What follows belongs to an exercise in optimizing a design on an open flow for small area; a production flow would make more cautious choices.
The RTL was checked by simulation tests, not by an equivalence proof against the original design.
Power and IR drop assume default switching activity.

Setup of run 1:
==> flow/design.v (excerpt) <==
module pixel_generation(
    input clk,
    input reset,
    input video_on,
    input [9:0] x, y,
    input KEY_UP, KEY_DOWN, KEY_LEFT, KEY_RIGHT,
    output [11:0] rgb
    );
Size in the first run: roughly 710 cells after synthesis, ~25 flip-flops, roughly 39 I/O pins, ~4500 um^2 of cells after synthesis.
Settings: LEC_CHECK=0, ABC_AREA=1, CAP_MARGIN=20, CORE_MARGIN=2, CORE_UTILIZATION=40, CTS_BUF_LIST=sky130_fd_sc_hd__clkbuf_8, SLEW_MARGIN=20; clock period 10.0 ns.
standard.sh (not shown) runs the stock make flow with config.mk's settings and CLKGATE_MAP_FILE= SYNTH_SCRIPT=/design/flow/synth_recipe.tcl, a recipe that flattens the netlist after the stock synthesis.
==> flow/flow/run.sh <==
#!/bin/bash
# Layout flow: the standard flow (standard.sh), except that
#  - synthesis maps the logic with an area-oriented ABC script (flow/area.abc)
#    instead of ORFS's delay-oriented one, and without extracting adder
#    cells first (flow/my_synth.tcl), and
#  - the port buffers are sky130_fd_sc_hd__buf_1 cells.
# Registers, floorplan, power grid, placement, CTS and routing are the
# standard flow's.
set -euo pipefail
WORK=$(pwd)
sed "s|SYNTH_SCRIPT=[^ ]*|SYNTH_SCRIPT=$WORK/flow/my_synth.tcl 'BUFFER_PORTS_ARGS=-buffer_cell sky130_fd_sc_hd__buf_1' 'MIN_BUF_CELL_AND_PORTS=sky130_fd_sc_hd__buf_1 A X'|" standard.sh > my_standard.sh
grep -q "SYNTH_SCRIPT=$WORK/flow/my_synth.tcl" my_standard.sh
bash my_standard.sh > flow_make.log 2>&1
==> flow/flow/area.abc <==
strash; &get -n; &dch; &nf -R 1000 -p; &put; topo
==> flow/flow/my_synth.tcl <==
proc synth {args} { yosys synth -nofsm -noshare {*}$args }
# area-oriented mapping: same synthesis, own ABC script
set ::my_abc_script [file join [file dirname [file normalize [info script]]] area.abc]
proc abc {args} {
  set i [lsearch -exact $args -script]
  if {$i >= 0} { set args [lreplace $args $i [expr {$i + 1}] -script $::my_abc_script] }
  yosys abc {*}$args
}
# no adder extraction: ABC maps the adders' gates with the rest of the logic
proc extract_fa {args} { }
source $::env(SCRIPTS_DIR)/synth.tcl
# left out here: clear keep_hierarchy, flatten, clean up, hide names made inside functions, write 1_2_yosys.v
## Diff of input files: run 2 against run 1
-- flow/flow/run.sh --
<<< run 1, line 5
#    cells first (flow/my_synth.tcl), and
#  - the port buffers are sky130_fd_sc_hd__buf_1 cells.
>>> run 2, line 5
#    cells first (flow/my_synth.tcl),
#  - the buffers synthesis puts on outputs that share a net, and the port
#    buffers, are sky130_fd_sc_hd__buf_1 cells.
<<< run 1, line 8
# standard flow's.
>>> run 2, line 9
# standard flow's. All tool output goes to flow_make.log and ORFS's logs.
==> flow/flow/area.abc <==
strash; &get -n; &dch; &nf -R 1000 -p -F 10 -A 6 -C 32; &put; topo
- Run 2 ran to completion and came out clean on the timing, design-rule and antenna checks.
- Relative to run 1, final period utilization decreased by 4.3 points in run 2.
- Relative to run 1, the first-pass GRT wire length measured on run 2 has increased by a few percent.
- The run showing the smaller power is run 2.
- Number of nets in the final layout was higher in run 1 than in run 2.
- As of run 2, synthesized cell count had fallen by a few percent compared to run 1.
- Run 2 vs. run 1: first-iteration detailed-routing DRC count went down by 280.
- | overall die area | lower: run 2 |
- Compared with run 1, in run 2 leakage power of the design level; number of combinational gates with multiple inputs down 27.
Setup changes, run 2 to run 3
-- flow/config.mk --
<<< run 2, line 11
export CORE_UTILIZATION = 40
>>> run 3, line 11
export CORE_UTILIZATION = 65
==> comparison <==
Global-route usage delta for run 3 relative to run 2: 13 points higher. Destination of the critical timing path: sx[2] -> run 2, sx[9] -> run 3. The portion of the layout cell area used by clock cells of run 3 and that of run 2 are within noise of each other. Summary: with run 2 as the reference, logic depth of the worst register-to-register path in run 3 moved down by more than 10%. Portion of total power attributed to combinational logic: run 2 vs run 3 — no meaningful difference.

job 9195:
Another version of the RTL of pixel_generation (not shown whole).
Size: about 710 cells after synthesis, ~25 flip-flops, roughly 39 I/O pins, about 0.0044 mm2 of cells after synthesis.
clock: 10.0 ns
lec_check: 0
abc_area: 1
cap_margin: 20
core_margin: 2
core_utilization: 65
cts_buf_list: sky130_fd_sc_hd__clkbuf_8
slew_margin: 20
==> flow/flow/run.sh <==
#!/bin/bash
# Layout flow: the standard flow (standard.sh), except that
#  - synthesis maps the logic with an area-oriented ABC script (flow/area.abc)
#    instead of ORFS's delay-oriented one, and without extracting adder
#    cells first (flow/my_synth.tcl),
#  - the buffers synthesis puts on outputs that share a net, and the port
#    buffers, are sky130_fd_sc_hd__buf_1 cells.
# Registers, floorplan, power grid, placement, CTS and routing are the
# standard flow's. All tool output goes to flow_make.log and ORFS's logs.
set -euo pipefail
WORK=$(pwd)
sed "s|SYNTH_SCRIPT=[^ ]*|SYNTH_SCRIPT=$WORK/flow/my_synth.tcl 'BUFFER_PORTS_ARGS=-buffer_cell sky130_fd_sc_hd__buf_1' 'MIN_BUF_CELL_AND_PORTS=sky130_fd_sc_hd__buf_1 A X'|" standard.sh > my_standard.sh
grep -q "SYNTH_SCRIPT=$WORK/flow/my_synth.tcl" my_standard.sh
bash my_standard.sh > flow_make.log 2>&1
==> flow/flow/area.abc <==
strash; &get -n; &dch; &nf -R 1000 -p -F 10 -A 6 -C 32; &put; topo
Scripts as last shown in full above: flow/flow/my_synth.tcl
--- input diff job 9195..job 4912 ---
# job 9195
export LEC_CHECK = 0
export ABC_AREA = 1
export CAP_MARGIN = 20
export CORE_MARGIN = 2
export CORE_UTILIZATION = 65
export CTS_BUF_LIST = sky130_fd_sc_hd__clkbuf_8
export SLEW_MARGIN = 20
create_clock -name core_clock -period 10.0 [get_ports {clk}]
# job 4912
export LEC_CHECK = 0
export ABC_AREA = 1
export CAP_MARGIN = 20
export CORE_MARGIN = 2
export CORE_UTILIZATION = 65
export CTS_BUF_LIST = sky130_fd_sc_hd__clkbuf_8
export PLACE_DENSITY = 0.75
export SLEW_MARGIN = 20
create_clock -name core_clock -period 10.0 [get_ports {clk}]
### Flow results
Job 9195 went all the way through the flow, and no timing, DRC or antenna check failed.
Job 4912: all stages complete, timing, DRC and antenna checks passed
Job 4912 against job 9195: sequential cell area share about even; non-clock inverter total of the final layout about even; global-route wire length before repair about even; final instance area about even.
Comparing job 4912 with job 9195, the wire length came out essentially unchanged.
From job 4912 to job 9195, top achievable clock speed did not move at all.
Edits applied to the flow inputs when going from job 4912 to job 5226:
# job 4912
export LEC_CHECK = 0
export ABC_AREA = 1
export CAP_MARGIN = 20
export CORE_MARGIN = 2
export CORE_UTILIZATION = 65
export CTS_BUF_LIST = sky130_fd_sc_hd__clkbuf_8
export PLACE_DENSITY = 0.75
export SLEW_MARGIN = 20
create_clock -name core_clock -period 10.0 [get_ports {clk}]
# job 5226
export LEC_CHECK = 0
export ABC_AREA = 1
export CAP_MARGIN = 20
export CORE_MARGIN = 2
export CORE_UTILIZATION = 72
export CTS_BUF_LIST = sky130_fd_sc_hd__clkbuf_8
export SLEW_MARGIN = 20
create_clock -name core_clock -period 10.0 [get_ports {clk}]
Findings:
Taking job 4912 as the reference, in job 5226 non-clock buffer count shrank by about 4.5%, total power shrank by about 1%, chip height shrank by 4.8%. Compared with job 4912, in job 5226 number of cells on the worst reg-to-reg path went down by 1, final routed wirelength across all metal layers went down by about 0.44%. Post-route minimum period in job 5226 is 0.37 ns below job 4912. [compare] base=job 4912 new=job 5226: fraction of the core area covered by cells at the end of the flow increased 6.3 points; clock share of power increased 0.4 points. Routed length on met2 was higher in job 4912 than in job 5226. Die area (higher): job 4912.

## afterwards: timing with drivers on the ports
In the flow no input, the clock included, has a driving cell. The finished layouts below were timed again as built, in two steps.
Step 1 assumes that a clkbuf_16 drives the clock port and a buf_2 every other input.
Step 2 adds t to the input delays and takes it off the output delays; t is the mean of the earliest and latest rising clock arrival at the registers after step 1. Input paths then give back, and output paths get back, about the clock's delay inside the block.
Three values: no drivers, after step 1, after step 2; two values: the first two.
run | t, ns | setup WS [ns] | slew at the worst register clock pin (ns)
run 1 | 0.301 | 0.742 / 0.742 / 0.742 | 0.11 / 0.11
run 2 | 0.306 | 1.171 / 1.171 / 1.171 | 0.09 / 0.09
run 3 | 0.299 | 0.700 / 0.700 / 0.700 | 0.10 / 0.10
job 9195 | 0.309 | 0.657 / 0.657 / 0.657 | 0.09 / 0.09
job 4912 | 0.309 | 0.657 / 0.657 / 0.657 | 0.09 / 0.09
job 5226 | 0.304 | 1.031 / 1.031 / 1.031 | 0.10 / 0.10
After both steps every run listed still meets setup and hold.
